This design comes from an exercise in tuning for small area on the open sky130 flow, not from production work. No functional check of the RTL was part of this run. Power figures rest on the tool's default switching activity, not on a simulated workload.

--- flow/config.mk ---
export PLATFORM = sky130hd
export DESIGN_NAME = test_lcd_ctrl
export DESIGN_NICKNAME = test_lcd_ctrl
export VERILOG_FILES = /design/flow/design.v
export SDC_FILE = /design/flow/constraint.sdc
export NUM_CORES = 4
export LEC_CHECK = 0
export CAP_MARGIN = 20
export CORE_MARGIN = 2
export CORE_UTILIZATION = 40
export SLEW_MARGIN = 20
--- flow/constraint.sdc ---
create_clock -name core_clock -period 10.0 [get_ports {clk}]
set_input_delay 2.0000 -clock core_clock [delete_from_list [all_inputs] [get_ports {clk}]]
set_output_delay 2.0000 -clock core_clock [all_outputs]
set_load 0.01 [all_outputs]
--- flow/design.v ---
module interrupt_controller #(parameter MFREQ_KHZ = 1, parameter REPEAT = 0) (input wire mclk, input wire rst, input wire raiseInterrupt, input wire[15:0] delay_ms, output reg interrupt);
    reg[63:0] clk_counter;
    reg[16:0] ms_counter;
    reg upCount;
    reg rIntLatched;
    always @ (posedge mclk) begin
        if(rst) begin
            clk_counter <= 0;
            ms_counter <= 0;
            upCount <= 0;
            interrupt <= 0;
            rIntLatched <= 0;
        end
        else if(raiseInterrupt && !rIntLatched) begin
            upCount <= 1;
            rIntLatched <= 1;
            ms_counter <= 0;
            clk_counter <= 0;
        end
        else if(clk_counter >= MFREQ_KHZ) begin
            clk_counter <= 0;
            ms_counter <= ms_counter + upCount;
            if(ms_counter >= delay_ms - 1) begin
                interrupt <= 1;
                ms_counter <= 0;
                if(REPEAT == 0) upCount <= 0;
            end
        end
        else clk_counter <= clk_counter + 1;
        if(!raiseInterrupt && rIntLatched) rIntLatched <= 0;
        if(interrupt && !rst) interrupt <= 0;
    end
endmodule
module lcd_controller #(parameter MFREQ_KHZ = 1, InsWaitTime = 16'd10, DataWaitTime = 10, RefreshTime = 320)(
    input wire mclk, input wire rst,
    input wire[127:0] LineA, input wire[127:0] LineB,
    output reg[7:0] DB, output reg RS, output reg E, output reg RW
);
    reg init_bar;
    parameter INIT_CMD_LST_SIZE = 21;
    wire[10*INIT_CMD_LST_SIZE-1: 0] init_cmd = {
        {1'b1, 1'b0, 8'b00011111},
        {1'b1, 1'b0, 8'b00011111},
        {1'b1, 1'b0, 8'b00011011},
        {1'b1, 1'b0, 8'b00011011},
        {1'b1, 1'b0, 8'b00011011},
        {1'b1, 1'b0, 8'b00010001},
        {1'b1, 1'b0, 8'b00011111},
        {1'b1, 1'b0, 8'b00011111},
        {1'b0, 1'b0, 8'b01001000},  
        {1'b1, 1'b0, 8'b00000000},
        {1'b1, 1'b0, 8'b00000100},
        {1'b1, 1'b0, 8'b00000000},
        {1'b1, 1'b0, 8'b00011111},
        {1'b1, 1'b0, 8'b00001110},
        {1'b1, 1'b0, 8'b00001110},
        {1'b1, 1'b0, 8'b00001110},
        {1'b1, 1'b0, 8'b00000100},
        {1'b0, 1'b0, 8'b01000000},  
        {1'b0, 1'b0, 8'b00000110}, 
        {1'b0, 1'b0, 8'b00001100},
        {1'b0, 1'b0, 8'b00111000}
    };
    reg[4:0] init_state;
    reg init_substate;
    parameter DATA_LST_SIZE = 34;
    wire[10*DATA_LST_SIZE-1: 0] data_lst = {
        {1'b1, 1'b0, LineB[15*8+:8]},
        {1'b1, 1'b0, LineB[14*8+:8]},
        {1'b1, 1'b0, LineB[13*8+:8]},
        {1'b1, 1'b0, LineB[12*8+:8]},
        {1'b1, 1'b0, LineB[11*8+:8]},
        {1'b1, 1'b0, LineB[10*8+:8]},
        {1'b1, 1'b0, LineB[ 9*8+:8]},
        {1'b1, 1'b0, LineB[ 8*8+:8]},
        {1'b1, 1'b0, LineB[ 7*8+:8]},
        {1'b1, 1'b0, LineB[ 6*8+:8]},
        {1'b1, 1'b0, LineB[ 5*8+:8]},
        {1'b1, 1'b0, LineB[ 4*8+:8]},
        {1'b1, 1'b0, LineB[ 3*8+:8]},
        {1'b1, 1'b0, LineB[ 2*8+:8]},
        {1'b1, 1'b0, LineB[ 1*8+:8]},
        {1'b1, 1'b0, LineB[ 0*8+:8]},
        {1'b0, 1'b0, 8'b11000000},  
        {1'b1, 1'b0, LineA[15*8+:8]},
        {1'b1, 1'b0, LineA[14*8+:8]},
        {1'b1, 1'b0, LineA[13*8+:8]},
        {1'b1, 1'b0, LineA[12*8+:8]},
        {1'b1, 1'b0, LineA[11*8+:8]},
        {1'b1, 1'b0, LineA[10*8+:8]},
        {1'b1, 1'b0, LineA[ 9*8+:8]},
        {1'b1, 1'b0, LineA[ 8*8+:8]},
        {1'b1, 1'b0, LineA[ 7*8+:8]},
        {1'b1, 1'b0, LineA[ 6*8+:8]},
        {1'b1, 1'b0, LineA[ 5*8+:8]},
        {1'b1, 1'b0, LineA[ 4*8+:8]},
        {1'b1, 1'b0, LineA[ 3*8+:8]},
        {1'b1, 1'b0, LineA[ 2*8+:8]},
        {1'b1, 1'b0, LineA[ 1*8+:8]},
        {1'b1, 1'b0, LineA[ 0*8+:8]},
        {1'b0, 1'b0, 8'b10000000}   
    };
    reg[6:0] data_state;
    reg data_substate;
    reg exec_next;
    wire init_ins_intr;
    interrupt_controller #(MFREQ_KHZ, 0) init_ctrl_ins(.mclk(mclk), .rst(rst), .raiseInterrupt(~exec_next), .delay_ms(InsWaitTime[15:0]), .interrupt(init_ins_intr));
    reg send_next;
    wire data_intr;
    interrupt_controller #(MFREQ_KHZ, 0) ctrl_data(.mclk(mclk), .rst(rst), .raiseInterrupt(send_next), .delay_ms(DataWaitTime[15:0]), .interrupt(data_intr));
    reg exec_data_next;
    wire exec_intr;
    interrupt_controller #(MFREQ_KHZ, 0) ctrl_ins(.mclk(mclk), .rst(rst), .raiseInterrupt(exec_data_next), .delay_ms(InsWaitTime[15:0]), .interrupt(exec_intr));
    reg start_refresh_intr;
    wire refresh_data_intr;
    interrupt_controller #(MFREQ_KHZ, 1) ctrl_refresh(.mclk(mclk), .rst(rst), .raiseInterrupt(start_refresh_intr), .delay_ms(RefreshTime[15:0]), .interrupt(refresh_data_intr));
    always @ (posedge mclk) begin
        if(rst) begin
            init_bar <= 0;
            init_state <= 0;
            init_substate <= 0;
            E <= 0;
            RS <= 0;
            DB <= 0;
            exec_next <= 1;
            RW <= 0;
            data_state <= 0;
            data_substate <= 0;
            send_next <= 0;
            exec_data_next <= 0;
            start_refresh_intr <= 0;
        end
        else if(~init_bar) begin
            if(init_ins_intr) begin
                if(init_substate) begin
                    if(init_state < INIT_CMD_LST_SIZE - 1) init_state <= init_state + 1;
                    else begin
                        init_bar <= 1;
                        start_refresh_intr <= 1;
                        send_next <= data_lst[9];
                        exec_data_next <= ~data_lst[9];
                    end
                    init_substate <= ~init_substate;
                end
                else begin
                    init_substate <= ~init_substate;
                end
                exec_next <= 1;
            end
            else begin
                exec_next <= 0;
            end
            if(init_substate) begin
                E <= 0;
            end
            else begin
                {RS, RW, DB} <= init_cmd[10*init_state+:10];
                E <= 1;
            end
        end
        else begin
            if(data_intr || exec_intr) begin
                if(data_substate) begin
                    if(data_state < DATA_LST_SIZE - 1) data_state <= data_state + 1;
                    else begin
                        data_state <= 0;
                    end
                    data_substate <= ~data_substate;
                end
                else begin
                    data_substate <= ~data_substate;
                end
                send_next <= data_lst[(10*data_state)+9+:1];
                exec_data_next <= ~data_lst[(10*data_state)+9+:1];
            end
            else begin
                send_next <= 0;
                exec_data_next <= 0;
            end
            if(data_substate) begin
                E <= 0;
            end
            else begin
                {RS, RW, DB} <= data_lst[10*data_state+:10];
                E <= 1;
            end
        end
    end
endmodule
module timer(input wire clk, input wire rst, input wire tick, input wire[1:0] timer_mode, input wire[23:0] time_in, output wire[23:0] time_out, output wire buzzer);
  wire [7:0] sec_in, min_in, hour_in;
  reg [7:0] sec_reg, min_reg, hour_reg;
  reg isbuzzer;
  assign {hour_in, min_in, sec_in} = time_in;
  assign time_out = {hour_reg, min_reg, sec_reg};
  assign buzzer = isbuzzer;  
    always@(posedge clk)
    if (rst)
        begin
          sec_reg <= 8'h00;
          min_reg <= 8'h00;
          hour_reg <= 8'h00;
          isbuzzer <= 0;
        end
    else if (tick)
    begin 
    if (timer_mode == 2'b01)
        begin
          sec_reg <= sec_in;
          min_reg <= min_in;
          hour_reg <= hour_in;
          isbuzzer <= 0;
        end
    else if (!isbuzzer)
        begin
          isbuzzer <= (time_out == 24'h0) ? 1 : 0;
          casex(sec_reg)
            8'h00:
              begin
                sec_reg <= 8'h59;
              end
            8'h?0:
              begin
                sec_reg <= {(sec_reg[7:4]-4'h1), 4'h9};
              end
            default:
              begin
                sec_reg <= sec_reg - 8'h01;
              end
          endcase
          if(sec_reg == 8'h00)
            begin
              casex(min_reg)
                8'h00:
                  begin
                    min_reg <= 8'h59;
                  end
                8'h?0:
                  begin
                    min_reg <= {(min_reg[7:4]-4'h1), 4'h9};
                  end
                default:
                  begin
                    min_reg <= min_reg - 8'h01;
                  end
              endcase
            end
            if((sec_reg == 8'h00) & (min_reg == 8'h00))
            begin
              casex(hour_reg)
                8'h00:
                  begin
                    hour_reg <= 8'h00;
                  end
                8'h10:
                  begin
                    hour_reg <= 8'h09;
                  end
                8'h20: 
                  begin
                    hour_reg <= 8'h19;
                  end
                default:
                  begin
                    hour_reg <= hour_reg - 8'h01;
                  end
              endcase
            end
        end
    end
endmodule
module datemodule(input clk, input rst, input [7:0] hour_in, input [23:0] date_in, input [2:0] weekday_in, input [1:0] date_mode, output [23:0] date_out, output [2:0] weekday_out);
  wire [7:0] day_in;
  wire [7:0] month_in;
  wire [7:0] year_in;
  reg [7:0] day_reg, day_reg_del;  
  reg [7:0] month_reg, month_reg_del;  
  reg [7:0] year_reg;
  reg [2:0] weekdayreg;
  reg [7:0] hour_reg;  
  reg new_day;  
  wire new_year, new_month;  
  assign {day_in, month_in, year_in} = date_in;
  assign date_out = {day_reg, month_reg, year_reg};
  assign weekday_out = weekdayreg;
  assign new_year = (month_reg == 8'h01) & (month_reg_del != 8'h01);
  assign new_month = (day_reg == 8'h01) & (day_reg_del != 8'h01);
  always@(posedge clk)  
  if (rst)
  begin
      new_day <= 0;
      hour_reg <= 8'h00;
      day_reg_del <= 8'h00;
      month_reg_del <= 8'h00;
      year_reg <= 8'h00;
      month_reg <= 8'h00;
      day_reg <= 8'h00;
      weekdayreg <= 3'b000;
  end
  else
  begin
      new_day <= (hour_in == 8'h0) & (hour_reg == 8'h23);
      hour_reg <= hour_in;
      day_reg_del <= day_reg;
      month_reg_del <= month_reg;
      if(date_mode == 2'b11)   
      begin
          year_reg <= year_in;
          month_reg <= month_in;
          day_reg <= day_in;
          weekdayreg <= weekday_in;
      end
      else begin
          if(new_year)
            begin
              casex(year_reg)
                8'h?9: year_reg <= {(year_reg[7:4]+4'h1),4'h0};  
                default: year_reg <= year_reg + 8'b01;  
              endcase 
            end
          if(new_month)
            begin
              case(month_reg)
                8'h12: month_reg <= 8'h01;  
                8'h09: month_reg <= 8'h10;  
                default: month_reg <= month_reg + 4'h1;
              endcase 
            end
          if(new_day)
            begin
              casex(month_reg)
                5'd2:  
                    casex(day_reg)
                      8'h29: day_reg <= 8'h01;  
                      8'h28: day_reg <= (year_reg[1:0] == 2'b00) ? 8'h29 : 8'h1;  
                      8'h?9: day_reg <= {(day_reg[5:4]+2'h1),4'h0};  
                      default: day_reg <= day_reg + 8'd1; 
                    endcase
                5'b00??0:  
                  casex(day_reg)
                    8'h30: day_reg <= 8'd01;
                    8'h?9: day_reg <= {(day_reg[5:4]+2'h1),4'h0};  
                    default: day_reg <= day_reg + 8'd01;
                  endcase
                5'b00??1:  
                  casex(day_reg)
                    8'h31: day_reg <= 8'd01;
                    8'h?9: day_reg <= {(day_reg[5:4]+2'h1),4'h0};  
                    default: day_reg <= day_reg + 8'd01;
                  endcase
                5'b????0:  
                  casex(day_reg)
                    8'h31: day_reg <= 8'd01;
                    8'h?9: day_reg <= {(day_reg[5:4]+2'h1),4'h0};  
                    default: day_reg <= day_reg + 8'd1;
                  endcase
                5'b????1:  
                  casex(day_reg)
                    8'h30: day_reg <= 8'd01;
                    8'h?9: day_reg <= {(day_reg[5:4]+2'h1),4'h0};  
                    default: day_reg <= day_reg + 8'd1;
                  endcase
              endcase
              weekdayreg <= (weekdayreg == 3'b110) ? 3'b000 : weekday_out + 3'b001;  
            end
        end
  end     
endmodule 
module setdate (
    input clk,
    input rst,
    input button1,
    input button2,
    input button3,
    input [1:0] set_mode,
    output reg [3:0] day1,
    output reg [3:0] day2,
    output reg [3:0] month1,
    output reg [3:0] month2,
    output reg [3:0] year1,
    output reg [3:0] year2, 
    output reg [2:0] day );
    parameter DAY = 2'b00, MONTH = 2'b01, YEAR = 2'b10, WEEKDAY = 2'b11;
    reg [1:0] state;
    reg issetpressednow;
    always @(posedge clk) begin
        if (rst) begin
            state <= DAY;
            day1 <= 0;
            day2 <= 0;
            month1 <= 0;
            month2 <= 0;
            year1 <= 0;
            year2 <= 0;
            day <= 0;
            issetpressednow <= 0;
        end
        else if (set_mode == 2'b11) begin
            if (issetpressednow) begin
                state <= 0;
                day1 <= 0;
                day2 <= 0;
                month1 <= 0;
                month2 <= 0;
                year1 <= 0;
                year2 <= 0;
                issetpressednow <= 0;
            end
            casex(state)
                DAY: begin
                    if (button1) begin
                        day1 <= (day1 == 4'h3) ? 4'b0 : day1 + 1;
                    end
                    if (button2) begin
                        day2 <= (day2 == 4'h9) ? 4'b0 : day2 + 1;
                    end
                    if (button3) begin
                        state <= MONTH;
                    end
                end
                MONTH: begin
                    if (button1) begin
                        month1 <= (month1 == 4'h3) ? 4'b0 : month1 + 1;
                    end
                    if (button2) begin
                        month2 <= (month2 == 4'h9) ? 4'b0 : month2 + 1;
                    end
                    if (button3) begin
                        state <= YEAR;
                    end
                end
                YEAR: begin
                    if (button1) begin
                        year1 <= (year1 == 4'h9) ? 4'b0 : year1 + 1;
                    end
                    if (button2) begin
                        year2 <= (year2 == 4'h9) ? 4'b0 : year2 + 1;
                    end
                    if (button3) begin
                        state <= WEEKDAY;
                    end
                end
                WEEKDAY: begin
                    if (button1) begin
                        day <= (day == 3'h6) ? 3'h0 : day + 1;
                    end
                    if (button3) begin
                        state <= DAY;
                    end
                end
                default: state <= DAY;
            endcase
        end
        else begin
           issetpressednow <= 1;
        end
    end
endmodule  
module settime (
    input wire clk,
    input wire rst,
    input wire button1,
    input wire button2,
    input wire button3,
    input wire [1:0] set_mode,
    output reg [3:0] hour1,
    output reg [3:0] hour2,
    output reg [3:0] min1,
    output reg [3:0] min2,
    output reg [3:0] sec1,
    output reg [3:0] sec2,
    output reg [4:0] dbg_led 
  );
    parameter HOUR = 2'b00, MIN = 2'b01, SEC = 2'b10, DONE = 2'b11;
    reg [1:0] state;
    reg issetpressednow;
    always @(posedge clk) begin
        if (rst) begin
            state <= HOUR;
            issetpressednow <= 0;
            hour1 <= 4'b0;
            hour2 <= 4'b0;
            min1 <= 4'b0;
            min2 <= 4'b0;
            sec1 <= 4'b0;
            sec2 <= 4'b0;
            dbg_led <= 0;
        end
        else if (set_mode == 2'b01) begin
            if (!issetpressednow) begin  
                state <= HOUR; 
                issetpressednow <= 1;  
                hour1 <= 4'b0;
                hour2 <= 4'b0;
                min1 <= 4'b0;
                min2 <= 4'b0;
                sec1 <= 4'b0;
                sec2 <= 4'b0;
            end
            else begin
                dbg_led[0] <= (state == 0);
                case(state)
                    HOUR: begin
                        dbg_led[1] <= 1;
                        if (button1) begin
                            hour1 <= (hour1 == 4'h2) ? 4'b0 : hour1 + 1;
                            dbg_led[2] <= ~dbg_led[2];
                        end
                        if (button2) begin
                            hour2 <= (hour2 == 4'h9) ? 4'b0 : hour2 + 1;
                        end
                        if (button3) begin
                            state <= MIN;
                        end
                    end
                    MIN: begin
                        if (button1) begin
                            min1 <= (min1 == 4'h5) ? 4'b0 : min1 + 1;
                        end
                        if (button2) begin
                            min2 <= (min2 == 4'h9) ? 4'b0 : min2 + 1;
                        end
                        if (button3) begin
                            state <= SEC;
                        end
                    end
                    SEC: begin
                        if (button1) begin
                            sec1 <= (sec1 == 4'h5) ? 4'b0 : sec1 + 1;
                        end
                        if (button2) begin
                            sec2 <= (sec2 == 4'h9) ? 4'b0 : sec2 + 1;
                        end
                        if (button3) begin
                            state <= HOUR;
                        end
                    end
                    default: state <= HOUR;
                endcase
            end
        end
        else if (set_mode == 2'b00) begin
            issetpressednow <= 0;  
            dbg_led <= 0;
            dbg_led[1] <= 0;
        end
    end
endmodule  
module clocktime(input wire clk, input wire tick, input wire rst, input wire[1:0] clk_mode, input wire [23:0] time_in, output wire[23:0] time_out);
  wire [7:0] sec_in, min_in, hour_in;
  reg [7:0] sec_reg, min_reg, hour_reg;
  assign {hour_in, min_in, sec_in} = time_in;
  assign time_out = {hour_reg, min_reg, sec_reg};
  always@(posedge clk)
    begin
      if (rst) begin
         hour_reg <= 8'h00;
         min_reg <= 8'h00;
         sec_reg <= 8'h00;
      end
      else if (!tick) begin
      end
      else if (clk_mode == 2'b01) begin
          sec_reg <= sec_in;
          min_reg <= min_in;
          hour_reg <= hour_in;
      end
      else if (clk_mode == 2'b00)
        begin
          casex(sec_reg)
            8'h59:
              begin
                sec_reg <= 8'h00;
              end
            8'h?9:
              begin
                sec_reg <= {(sec_reg[7:4]+4'h1), 4'h0};
              end
            default:
              begin
                sec_reg <= sec_reg + 8'h01;
              end
          endcase
          if(sec_reg == 8'h59)
            begin
              casex(min_reg)
                8'h59:
                  begin
                    min_reg <= 8'h0;
                  end
                8'h?9:
                  begin
                    min_reg <= {(min_reg[7:4]+4'h1), 4'h0};
                  end
                default:
                  begin
                    min_reg <= min_reg + 8'h01;
                  end
              endcase
            end
            if((sec_reg == 8'h59) && (min_reg == 8'h59))
            begin
              casex(hour_reg)
                8'h23:
                  begin
                    hour_reg <= 8'h00;
                  end
                8'b000?1001:  
                  begin
                    hour_reg <= {(hour_reg[5:4]+3'd1),4'd0};
                  end
                default:
                  begin
                    hour_reg <= hour_reg + 8'h01;
                  end
              endcase
            end
        end
        else begin
        end
    end
endmodule  
module formattime (
  input wire [1:0] clk_mode,      
  input wire [1:0] timer_mode,   
  input wire setampm,   
  input wire [23:0] clock_time,  
  input wire [23:0] alarm_time,  
  input wire [23:0] timer_time,  
  output [23:0] bcd_time,    
  output ampm);
  wire [5:0] hour24Sub;
  wire [23:0] hour24; 
  wire [5:0] hour12;
  wire issetampm = 0;
  assign hour24 = (timer_mode == 2'b10 || timer_mode == 2'b01) ? timer_time : ((clk_mode == 2'b10) ? alarm_time : clock_time);
  assign hour24Sub = hour24[21:16] - ((hour24[21:17] == 5'b10000) ? 6'h18 : 6'h12);  
  assign ampm = (hour24[23:16] > 8'h11 && timer_mode == 0 && clk_mode == 0);  
  assign hour12 = ((hour24[23:16] == 8'h00) || (hour24[23:16] == 8'h12)) ? 6'h12 : ((ampm) ? hour24Sub : hour24[21:16]);
  assign bcd_time = (setampm && timer_mode == 0 && clk_mode == 0) ? {2'b00, hour12, hour24[15:0]} : hour24;
endmodule  
module alarm(input clk, input rst, input [1:0] alarm_mode, input [15:0] in_time, output reg ring);
  reg [15:0] time_alarm;  
  always@(posedge clk)
    begin
      if(rst)
        begin
          time_alarm <= 16'd0; 
          ring <= 1'b0;
        end
      else
        begin
          time_alarm <= (alarm_mode == 2'b10) ? in_time : time_alarm;
          ring <= ((in_time >= time_alarm) && (in_time < time_alarm + 16'h0001)) ? 1 : 0; 
        end
    end
endmodule 
module clock_top #(parameter M_FREQ = 1) (
    input wire mclk, input wire rst,
    input wire[1:0] clk_mode, input wire[1:0] timer_mode, input wire [5:0] vButton,
    output wire[23:0] bcd_time,
    output wire ampm,  
    output wire[2:0] weekday,
    output wire[23:0] date,
    output wire buzzer,
    output wire timer_buzzer,
    output wire[4:0] dbg_led
);
reg clk1;
wire outtime;
wire [23:0] connectTime;
wire [23:0] alarm_time;
wire [23:0] clock_time;
wire [23:0] timer_time;
wire [23:0] timer_out;
wire [23:0] setDate;
wire [2:0] setWeekday;
reg [31:0] counter;  
wire tick1 = (counter >= M_FREQ) && !clk1;  
always @(posedge mclk) begin
    if (rst) begin
        counter <= 0;
        clk1 <= 0;
    end
    else if (counter >= M_FREQ) begin  
        counter <= 0;
        clk1 <= ~clk1; 
    end
    else begin
        counter <= counter + 1;
    end
end
formattime d7 (.clk_mode(clk_mode), .timer_mode(timer_mode), .setampm(vButton[3]), .clock_time(clock_time), .alarm_time(alarm_time), .timer_time(timer_out), .bcd_time(bcd_time), .ampm(ampm));
settime d1 (.clk(mclk), .rst(rst), .button1(vButton[0]), .button2(vButton[1]), .button3(vButton[2]), .set_mode(clk_mode), .hour1(connectTime[23:20]), .hour2(connectTime[19:16]), .min1(connectTime[15:12]), .min2(connectTime[11:8]), .sec1(connectTime[7:4]), .sec2(connectTime[3:0]), .dbg_led(dbg_led));
clocktime d2 (.clk(mclk), .tick(tick1), .rst(rst), .clk_mode(clk_mode), .time_in(connectTime), .time_out(clock_time));  
settime d4 (.clk(mclk), .rst(rst), .button1(vButton[0]), .button2(vButton[1]), .button3(vButton[2]), .set_mode({clk_mode[0], clk_mode[1]}), .hour1(alarm_time[23:20]), .hour2(alarm_time[19:16]), .min1(alarm_time[15:12]), .min2(alarm_time[11:8]), .sec1(alarm_time[7:4]), .sec2(alarm_time[3:0]));
alarm d3 (.clk(mclk), .rst(rst), .alarm_mode(clk_mode), .in_time(bcd_time[23:8]), .ring(buzzer));
setdate d6 (.clk(mclk), .rst(rst), .button1(vButton[0]), .button2(vButton[1]), .button3(vButton[2]), .set_mode(clk_mode), .day1(setDate[23:20]), .day2(setDate[19:16]), .month1(setDate[15:12]), .month2(setDate[11:8]), .year1(setDate[7:4]), .year2(setDate[3:0]), .day(setWeekday));
datemodule d5 (.clk(mclk), .rst(rst), .hour_in(clock_time[23:16]), .date_in(setDate), .weekday_in(setWeekday), .date_mode(clk_mode), .date_out(date), .weekday_out(weekday));
settime d8 (.clk(mclk), .rst(rst), .button1(vButton[0]), .button2(vButton[1]), .button3(vButton[2]), .set_mode(timer_mode), .hour1(timer_time[23:20]), .hour2(timer_time[19:16]), .min1(timer_time[15:12]), .min2(timer_time[11:8]), .sec1(timer_time[7:4]), .sec2(timer_time[3:0]));
timer d9 (.clk(mclk), .rst(rst), .tick(tick1), .timer_mode(timer_mode), .time_in(timer_time), .time_out(timer_out), .buzzer(timer_buzzer));
endmodule
module lcd_display_controller #(parameter M_FREQ = 1, InsWaitTime = 16'd10, DataWaitTime = 10, RefreshTime = 320, CLK_DIV = 6000000) (
    input wire mclk, input wire rst, 
    output wire[7:0] DB, output wire RS, output wire E, output wire RW,
    input wire[1:0] clk_mode, input wire[1:0] timer_mode, input wire[5:0] vButton,
    output wire buzzer,
    output wire[4:0] dbg_led
);
    wire[127:0] lineA;
    wire[127:0] lineB;
    wire alarm_buzzer;
    wire timer_buzzer;
    assign buzzer = (alarm_buzzer && vButton[4]) || (timer_buzzer && vButton[5]);
    wire[23:0] bcd_time;
    wire am_pm;
    wire[2:0] weekday;
    wire[23:0] date;
    lcd_controller #(M_FREQ, InsWaitTime, DataWaitTime, RefreshTime) lcd_ctrl(
        .mclk(mclk), .rst(rst), 
        .LineA(lineA), .LineB(lineB), 
        .E(E), .RS(RS), .RW(RW), .DB(DB)
    );
    clock_top #(CLK_DIV) clk_top(
        .mclk(mclk), .rst(rst), 
        .clk_mode(clk_mode), .timer_mode(timer_mode), .vButton(vButton), 
        .bcd_time(bcd_time), .ampm(am_pm), .weekday(weekday), .date(date), 
        .buzzer(alarm_buzzer), .timer_buzzer(timer_buzzer), 
        .dbg_led(dbg_led)
    );
    wire[63:0] weekdays0 = {8'h45, 8'h53, 8'h46, 8'h54, 8'h57, 8'h54, 8'h4d, 8'h53};
    wire[63:0] weekdays1 = {8'h45, 8'h61, 8'h72, 8'h68, 8'h65, 8'h75, 8'h6f, 8'h75};
    wire[63:0] weekdays2 = {8'h45, 8'h74, 8'h69, 8'h75, 8'h64, 8'h65, 8'h6e, 8'h6e};
    wire[23:0] week_disp = {weekdays2[8*weekday+:8], weekdays1[8*weekday+:8], weekdays0[8*weekday+:8]};
    wire[79:0] date_disp = { 
               {4'b0011, date[ 3: 0]}, {4'b0011, date[ 7: 4]}, 
                8'h30,                  8'h32,
        8'h2d, {4'b0011, date[11: 8]}, {4'b0011, date[15:12]},
        8'h2d, {4'b0011, date[19:16]}, {4'b0011, date[23:20]}
    };
    wire[71:0] time_disp = { 
        8'h20, {4'b0011, bcd_time[ 3: 0]}, {4'b0011, bcd_time[ 7: 4]}, 
        8'h3a, {4'b0011, bcd_time[11: 8]}, {4'b0011, bcd_time[15:12]}, 
        8'h3a, {4'b0011, bcd_time[19:16]}, {4'b0011, bcd_time[23:20]}  
    };
    wire[63:0] str_set_time = {
        8'h65,  
        8'h6d,  
        8'h69,  
        8'h54,  
        8'h20, 
        8'h74,  
        8'h65,  
        8'h53   
    };
    wire[71:0] str_set_timer = {
        8'h72,  
        8'h65,  
        8'h6d,  
        8'h69,  
        8'h54,  
        8'h20, 
        8'h74,  
        8'h65,  
        8'h53   
    };
    wire[39:0] str_view_timer = {
        8'h72,  
        8'h65,  
        8'h6d,  
        8'h69,  
        8'h54   
    };
    wire[63:0] str_set_date = {
        8'h65,  
        8'h74,  
        8'h61,  
        8'h44,  
        8'h20, 
        8'h74,  
        8'h65,  
        8'h53   
    };
    wire[71:0] str_set_alarm = {
        8'h6d,  
        8'h72,  
        8'h61,  
        8'h6c,  
        8'h41,  
        8'h20, 
        8'h74,  
        8'h65,  
        8'h53   
    };
    wire [7:0] timerChar = vButton[5] ? 8'h01 : 8'h20;
    wire [7:0] alarmChar = vButton[4] ? 8'h00 : 8'h20;
    reg[2:0] disp_screen;
    wire[127:0] scr0a = (disp_screen == 3'b000) ? { alarmChar, timerChar, week_disp[23:0], 8'h2c, date_disp[79:0] } : 128'b0;
    wire[127:0] scr1a = (disp_screen == 3'b001) ? { {8{8'h20}}, str_set_time[63:0] } : 128'b0;
    wire[127:0] scr2a = (disp_screen == 3'b010) ? { {8{8'h20}}, str_set_date[63:0] } : 128'b0;
    wire[127:0] scr3a = (disp_screen == 3'b011) ? { {7{8'h20}}, str_set_alarm[71:0] } : 128'b0;
    wire[127:0] scr4a = (disp_screen == 3'b100) ? { {7{8'h20}}, str_set_timer[71:0] } : 128'b0;
    wire[127:0] scr5a = (disp_screen == 3'b101) ? { {11{8'h20}}, str_view_timer[39:0] } : 128'b0;
    wire[127:0] show_time = (vButton[3] && disp_screen == 3'b000) ? { {2{8'h20}}, 8'h4d, (am_pm) ? 8'h50 : 8'h41, time_disp[71:0], {3{8'h20}} } : { {3{8'h20}}, time_disp[71:0], {4{8'h20}} };
    assign lineA = scr0a | scr1a | scr2a | scr3a | scr4a | scr5a;
    assign lineB = (disp_screen != 3'b010) ? show_time : { 8'h20, week_disp[23:0], 8'h20, date_disp[79:0], 8'h20 };
    always @ (posedge mclk) begin
        if(rst) begin
            disp_screen <= 0;
        end
        else begin
            if(timer_mode == 2'b00) begin    
                if(clk_mode == 2'b00) begin
                    disp_screen <= 3'b000;
                end
                else if(clk_mode == 2'b01) begin
                    disp_screen <= 3'b001;
                end
                else if(clk_mode == 2'b11) begin
                    disp_screen <= 3'b010;
                end
                else if(clk_mode == 2'b10) begin
                    disp_screen <= 3'b011;
                end
            end
            else if(timer_mode == 2'b01) begin
                disp_screen <= 3'b100;
            end
            else if(timer_mode == 2'b10) begin
                disp_screen <= 3'b101;
            end
        end
    end
endmodule
module button_sampler #(parameter SFREQ_KHZ = 1) (
    input wire mclk, input wire rst,
    input wire pSetButton, input wire pAlarmButton, input wire pTimerToggle0, input wire pTimerToggle1,
    input wire pButton0, input wire pButton1, input wire pButton2,
    output reg[6:0] sbutton
);
    reg[31:0] counter;
    always @ (posedge mclk) begin
        if(rst) begin
            counter <= 0;
            sbutton <= 0;
        end
        else if(counter >= SFREQ_KHZ) begin
            counter <= 0;
            sbutton <= { pButton0, pButton1, pButton2, pSetButton, pAlarmButton, pTimerToggle0, pTimerToggle1 };
        end
        else counter <= counter + 1;
    end
endmodule
module button_controller #(parameter MFREQ_KHZ = 1) (
    input wire mclk, input wire rst,
    input wire pSetButton, input wire pAlarmButton, input wire pTimerToggle0, input wire pTimerToggle1, 
    input wire pButton0, input wire pButton1, input wire pButton2,
    output reg[1:0] clk_mode, output reg[1:0] timer_mode, output reg[5:0] vButton
);
    wire sButton0;
    wire sButton1;
    wire sButton2;
    wire sSetButton;
    wire sAlarmButton;
    wire sTimerToggle0;
    wire sTimerToggle1;
    reg lsButton0;
    reg lsButton1;
    reg lsButton2;
    reg lsSetButton;
    reg lsAlarmButton;
    reg lsTimerToggle0;
    reg lsTimerToggle1;
    button_sampler #(MFREQ_KHZ*5) bsampler( 
        .mclk(mclk), .rst(rst), 
        .pSetButton(pSetButton), .pAlarmButton(pAlarmButton), 
        .pButton0(pButton0), .pButton1(pButton1), .pButton2(pButton2),
        .pTimerToggle0(pTimerToggle0), .pTimerToggle1(pTimerToggle1), 
        .sbutton({ sButton0, sButton1, sButton2, sSetButton, sAlarmButton, sTimerToggle0, sTimerToggle1 })
    );
    always @ (posedge mclk) begin
      if(rst) begin
        lsButton0 <= 0; lsButton1 <= 0; lsButton2 <= 0;
        lsSetButton <= 0; lsAlarmButton <= 0; lsTimerToggle0 <= 0; lsTimerToggle1 <= 0;
        vButton <= 0; clk_mode <= 0; timer_mode <= 0;
      end
      else begin
        if(sButton0 && !lsButton0) begin
            lsButton0 <= 1;
            if(clk_mode == 0 && timer_mode == 0) vButton[3] <= ~vButton[3];
            vButton[0] <= 1;
        end
        else if(!sButton0 && lsButton0) begin
            lsButton0 <= 0;
            vButton[0] <= 0;
        end
        else vButton[0] <= 0;
        if(sButton1 && !lsButton1) begin
            lsButton1 <= 1;
            if(clk_mode == 0 && timer_mode == 0) vButton[4] <= ~vButton[4];
            vButton[1] <= 1;
        end
        else if(!sButton1 && lsButton1) begin
            lsButton1 <= 0;
            vButton[1] <= 0;
        end
        else vButton[1] <= 0;
        if(sButton2 && !lsButton2) begin
            lsButton2 <= 1;
            if(clk_mode == 0 && timer_mode == 0) vButton[5] <= ~vButton[5];
            vButton[2] <= 1;
        end
        else if(!sButton2 && lsButton2) begin
            lsButton2 <= 0;
            vButton[2] <= 0;
        end
        else vButton[2] <= 0;
        if(sTimerToggle0 && !lsTimerToggle0) begin
            lsTimerToggle0 <= 1;
            if(timer_mode == 0 && clk_mode == 0) timer_mode <= 1;
            if(timer_mode == 1 && clk_mode == 0) timer_mode <= 0;
        end
        else if(!sTimerToggle0 && lsTimerToggle0) begin
            lsTimerToggle0 <= 0;
        end
        if(sTimerToggle1 && !lsTimerToggle1) begin
            lsTimerToggle1 <= 1;
            if(timer_mode == 0 && clk_mode == 0) timer_mode <= 2;
            if(timer_mode == 2 && clk_mode == 0) timer_mode <= 0;
        end
        else if(!sTimerToggle1 && lsTimerToggle1) begin
            lsTimerToggle1 <= 0;
        end
        if(sSetButton && !lsSetButton) begin
            lsSetButton <= 1;
            if(clk_mode == 0 && timer_mode == 0) clk_mode <= 1;
            else if(clk_mode == 1 && timer_mode == 0) clk_mode <= 3;
            else if(clk_mode == 3 && timer_mode == 0) clk_mode <= 0;
        end
        else if(!sSetButton && lsSetButton) begin
            lsSetButton <= 0;
        end
        if(sAlarmButton && !lsAlarmButton) begin
            lsAlarmButton <= 1;
            if(clk_mode == 0 && timer_mode == 0) clk_mode <= 2;
            if(clk_mode == 2 && timer_mode == 0) clk_mode <= 0;
        end
        else if(!sAlarmButton && lsAlarmButton) begin
            lsAlarmButton <= 0;
        end
      end
    end
endmodule
module test_lcd_ctrl(
    input wire clk, input wire rst, output wire redled, output wire dbg_l2, output wire dbg_l3, output wire dbg_l4,
    input wire pSetButton, input wire pAlarmButton, input wire pTimerToggle0, input wire pTimerToggle1, 
    input wire pButton0, input wire pButton1, input wire pButton2,
    output wire RS, output wire E, output wire RW,
    output wire LCD_DB0,
    output wire LCD_DB1,
    output wire LCD_DB2,
    output wire LCD_DB3,
    output wire LCD_DB4,
    output wire LCD_DB5,
    output wire LCD_DB6,
    output wire LCD_DB7,
    output wire buzzer
);
    wire[5:0] vButton;
    wire[1:0] mode;
    wire[1:0] timer_mode;
    wire[4:0] tmpLED;
    button_controller #(2) bctrl(
        .mclk(clk), .rst(rst), 
        .pSetButton(~pSetButton), .pAlarmButton(~pAlarmButton), .pTimerToggle0(~pTimerToggle0), .pTimerToggle1(~pTimerToggle1), 
        .pButton0(~pButton0), .pButton2(~pButton2), .pButton1(~pButton1), 
        .vButton(vButton), .clk_mode(mode), .timer_mode(timer_mode)
    );
    lcd_display_controller #(3, 5, 2, 2, 499) lcd_disp_ctrl(
        .mclk(clk), .rst(rst), 
        .E(E), .RS(RS), .RW(RW), 
        .DB({LCD_DB7, LCD_DB6, LCD_DB5, LCD_DB4, LCD_DB3, LCD_DB2, LCD_DB1, LCD_DB0}),
        .vButton(vButton), .clk_mode(mode), .timer_mode(timer_mode), 
        .dbg_led(tmpLED),
        .buzzer(buzzer)
    );
    assign redled = vButton[4];
    assign dbg_l2 = vButton[5];
    assign dbg_l3 = timer_mode[0];
    assign dbg_l4 = timer_mode[1];
endmodule
--- flow/run.sh ---
#!/bin/bash
# synth_recipe.tcl (not shown) runs the flow's synth.tcl, then flattens the netlist and writes it again
# the make line also repeats each setting of config.mk as NAME=value (left out here)
make -C /OpenROAD-flow-scripts/flow DESIGN_CONFIG=/design/flow/config.mk WORK_HOME=/design/flow/orfs CLKGATE_MAP_FILE= SYNTH_SCRIPT=/design/flow/synth_recipe.tcl finish
==> notes.md <==
power by group through the flow:
stage	clock network, uW	registers [uW]	logic, uW
6_report	2620	2630	1020
5_1_grt	2790	2640	1140
4_1_cts	2700	2630	1010
3_5_place_dp	0	2680	1000
3_3_place_gp	0	2680	998
2_1_floorplan	0	2620	790
routing by layer:
layer / track usage / vias to the layer above / wire length [um]
met4: 0.0756 / 0 / 2500
met3: 0.0357 / 181 / 4860
met5: 0 / - / 0
li1: - / 12500 / -
met1: 0.277 / 11500 / 35100
met2: 0.310 / 740 / 32500
worst min path at each step:
stage,to,slack [ns],from
floorplan,lcd_disp_ctrl.clk_top.d5.new_day,0.37,lcd_disp_ctrl.clk_top.d5.hour_reg[7]
global placement,lcd_disp_ctrl.clk_top.d5.new_day,0.38,lcd_disp_ctrl.clk_top.d5.hour_reg[6]
detailed placement,lcd_disp_ctrl.clk_top.d5.new_day,0.38,lcd_disp_ctrl.clk_top.d5.hour_reg[6]
CTS,lcd_disp_ctrl.clk_top.d5.new_day,0.39,lcd_disp_ctrl.clk_top.d5.hour_reg[6]
global route,lcd_disp_ctrl.clk_top.d5.new_day,0.41,lcd_disp_ctrl.clk_top.d5.hour_reg[7]
finish,lcd_disp_ctrl.clk_top.d5.new_day,0.39,lcd_disp_ctrl.clk_top.d5.hour_reg[6]
cell type report:
class | instances | share of cell area
Antenna cell | 1 | 0.0000756
Timing Repair Buffer | 53 | 0.0143
Tap cell | 950 | 0.0359
Inverter | 125 | 0.0142
Clock buffer | 89 | 0.0581
Sequential cell | 601 | 0.364
Multi-Input combinational cell | 2760 | 0.499
Clock inverter | 37 | 0.0145
synth_stat cells (10+ instances only):
| library cell | number | area share |
|---|---|---|
| nand2_1 | 272 | 0.035 |
| a41oi_1 | 14 | 0.0042 |
| o31ai_1 | 15 | 0.0039 |
| nor2b_1 | 59 | 0.013 |
| or3b_2 | 19 | 0.0058 |
| dfxtp_1 | 601 | 0.42 |
| and2_1 | 15 | 0.0032 |
| o211ai_1 | 28 | 0.0073 |
| o22ai_1 | 10 | 0.0022 |
| buf_1 | 22 | 0.0029 |
| or2_2 | 18 | 0.0039 |
| buf_2 | 20 | 0.0035 |
| mux2_2 | 13 | 0.0051 |
| xnor2_1 | 54 | 0.016 |
| nor2_1 | 457 | 0.059 |
| mux2i_1 | 63 | 0.022 |
| o221ai_1 | 13 | 0.0039 |
| a221oi_1 | 22 | 0.0067 |
| nand3_1 | 86 | 0.015 |
| nand3b_1 | 16 | 0.0042 |
| or3_1 | 27 | 0.0058 |
| xor2_1 | 22 | 0.0067 |
| o21a_1 | 14 | 0.0036 |
| clkbuf_1 | 151 | 0.020 |
| ha_1 | 156 | 0.067 |
| nand2b_1 | 33 | 0.0071 |
| o21ai_0 | 197 | 0.034 |
| a21oi_1 | 279 | 0.048 |
| nor3_1 | 93 | 0.016 |
| inv_1 | 119 | 0.015 |
| a31oi_1 | 46 | 0.0099 |
| a21o_1 | 18 | 0.0047 |
| nand4_1 | 53 | 0.011 |
| a22oi_1 | 29 | 0.0075 |
| nor4_1 | 80 | 0.017 |
| a211oi_1 | 57 | 0.015 |
| and3_1 | 56 | 0.012 |
per-stage QoR:
step                 util  total power, uW  hold slack, ns  std cells
floorplan               -             3410           0.373       3687
global placement    0.429             3680           0.383       4489
detailed placement  0.429             3680           0.383       4489
CTS                 0.463             6330           0.391       4615
global route        0.463             6570           0.413       4615
finish              0.463             6270           0.390       4616
worst max-delay path, delay by kind of cell, from the launching register on:
kind | cells | cell delay [ns]
flops | 1 | 0.40
mux | 1 | 0.60
fa+ha+maj | 4 | 1.04
simple gates | 6 | 1.20
buf+inv | 3 | 0.72
compound gates | 5 | 0.74
xor+xnor | 1 | 0.25
kinds of logic after synthesis:
| logic type | after synthesis |
|---|---|
| simple gates | 1339 |
| compound gates | 873 |
| flops | 601 |
| buf+inv | 326 |
| fa+ha+maj | 157 |
| mux | 77 |
| xor+xnor | 76 |
| other cells | 1 |
==> key figures <==
Clocking
  – Cts bufs inserted: 69
  – CTS tree: built
  – Post-CTS setup buffers: 0
  – Hold_buf cts: 0
  – H-tree depth: 3
  – Clk root buf: clkbuf_16
  – Clock latency (worst-skew pair): 0.62 ns
  – CTS Sinks: 601
  – Post-cts resize count: 0
  – CTS Buffer Depth: 3
  – Clk slew on worst S/H paths: 0.06 ns

Final layout
  – Most common cell after layout, fill and taps aside: dfxtp_1
  – Fraction of layout cells with a size suffix above 1: 0.0655
  – Multi-input logic area: 0.0165 sq mm
  – Top Registers: lcd_disp_ctrl.lcd_ctrl.ctrl_data.clk_counter x64, lcd_disp_ctrl.lcd_ctrl.ctrl_ins.clk_counter x64, lcd_disp_ctrl.lcd_ctrl.init_ctrl_ins.clk_counter x64
  – FILL cells: 7,081
  – Layout area overhead: 14.4%
  – Fin area: 0.0331 sq mm
  – Final nets: 3,776
  – Reg area: 0.0120 sq mm
  – Most frequent cells in the layout: dfxtp_1 (599), nor2_1 (457), a21oi_1 (279)

Synth
  – Synth Area in Adders: 0.0682
  – YS warnings: 13
  – Largest family of logic cells by synthesized area: simple AND/OR/NAND/NOR gates
  – Sequential fraction of the synthesis area: 0.416
  – Mux cell area share after synthesis: 0.0276
  – Avg Inst Size Synth: 8.38 sq um
  – Post-Syn Area: 0.0289 sq mm
  – Yosys reg bits: 601
  – Fraction of registers with async set/reset: 0
  – Synth Flop Type: dfxtp_1
  – Synth Area in XOR/XNOR: 0.0230
  – Post-synth cell types: 108
  – Simple-gate share of the synthesized area: 0.227
  – Synth Area in Compound Gates: 0.194
  – Post-synth EDFFs: 0
  – Syn Inst Count: 3,450

Critical path
  – CP endpoint: lcd_disp_ctrl.clk_top.d3.ring
  – R2R depth: 20
  – Worst-path fanout max: 40
  – Largest stage delay, worst path: 0.60 ns
  – Crit-path slowest cell: mux2i_1
  – Arr. time, crit path: 5.59 ns
  – Worst Setup SP: bctrl.timer_mode[0]
  – RR Startpoint: bctrl.timer_mode[0]
  – R2r endpoint: lcd_disp_ctrl.clk_top.d3.ring
  – Most used cell, CP: ha_1
  – Critical Path RT: 10.53 ns
  – Critical Path Start Type: flip-flop
  – Sequence of cells on the critical path: inv_1, ha_1, buf_4, inv_2, mux2i_1, nand2_1, or3_1, ha_1, ha_1, nand2b_1, o22ai_1, o21ai_0, xnor2_1, and3_1, ha_1, a21oi_1, nor2b_1, o21ai_0, o2111ai_1, nor3_1
  – Crit Path Class: reg2reg
  – Endpoint class of the critical path: flip-flop
  – Reg2Reg Setup Slack: 4.94 ns

Detailed routing
  – Iter 0 DRT Violations: 2,220
  – DR DRC count: 0
  – Final ANT Viol Nets: 0
  – Vias per cell: 5.39
  – Detailed Routing Iterations Pass 1: 6
  – Wire per inst: 16.2 um
  – Detailed-route wire length: 75,000 um
  – Via count: 24,900

Power
  – Power share of the combinational group: 0.163
  – Sequential share of power: 0.419
  – Clock power frac: 0.418
  – PwrDens: 189 mW/mm^2
  – Internal power: 4460 uW
  – Peak supply drop: 0.000139 V
  – Switching power: 1810 uW
  – Switch share: 0.288
  – Leakage dissipation: 0.0127 uW

STA
  – Final hold vios: 0
  – Setup violators final: 0
  – Worst setup margin: 4.94 ns
  – Skew final: 0.0195 ns
  – Setup TNS: 0 ns
  – Max-slew violation count: 0
  – Fin crit period: 5.06 ns
  – Worst Tran Pin Value: 1.12 ns
  – RSZ-0062 raised after global routing: false
  – Fmax: 198 MHz
  – Rel. slew slack: 0.249
  – Final period utilization: 0.506

Die
  – Vert. Die Dim: 273 um
  – IO Pins: 25
  – Die Area: 0.0745 sq mm
  – Die Wd: 273 um
  – CORE AREA: 0.0715 sq mm
  – Std cell rows: 98
  – Starting density of the core: 0.405

Global route
  – Vias in the first global route: 23,000
  – Largest net degree at the start of global routing: 181
  – First-pass GRT wire length: 123,000 um
  – Gr usage total: 0.200
  – GRT overflow: 0
  – Initial antenna violation count: 0

Place
  – HPWL Detailed: 51,400 um
  – Port bufs: 23
  – Place WS: 5.04 ns
  – Placed Area: 0.0307 sq mm
  – Final GP Congestion: 0.952

Hold path
  – Worst min path class: reg2reg
  – Hold-critical path depth: 1

Status
  – Outcome: finished clean

Flow run
  – Max_cap viols: 0

==> static timing again, ports no longer ideal <==
The flow's constraints put no driver on any port. The routed layout listed below was extracted and timed again, unchanged, in two steps. Step 1: set_driving_cell puts a clkbuf_16 on clk and a buf_2 on each other input, an assumption about the parent block. Step 2 adds t to the input delays and takes it off the output delays; t is the mean of the earliest and latest rising clock arrival at the registers after step 1. Input paths then give back, and output paths get back, about the clock's delay inside the block. Three values: ideal, step 1, step 2; two values: the first two.
shift t [ns]: 0.669
setup WS [ns]: 4.940 / 4.940 / 4.940
worst setup path after step 2: register to register
worst register clock-pin slew, ns: 0.07 / 0.07
After both steps this run still meets setup and hold. For this run, drivers alone change the setup slack by 0.000 ns; drivers and shift together by 0.000 ns.
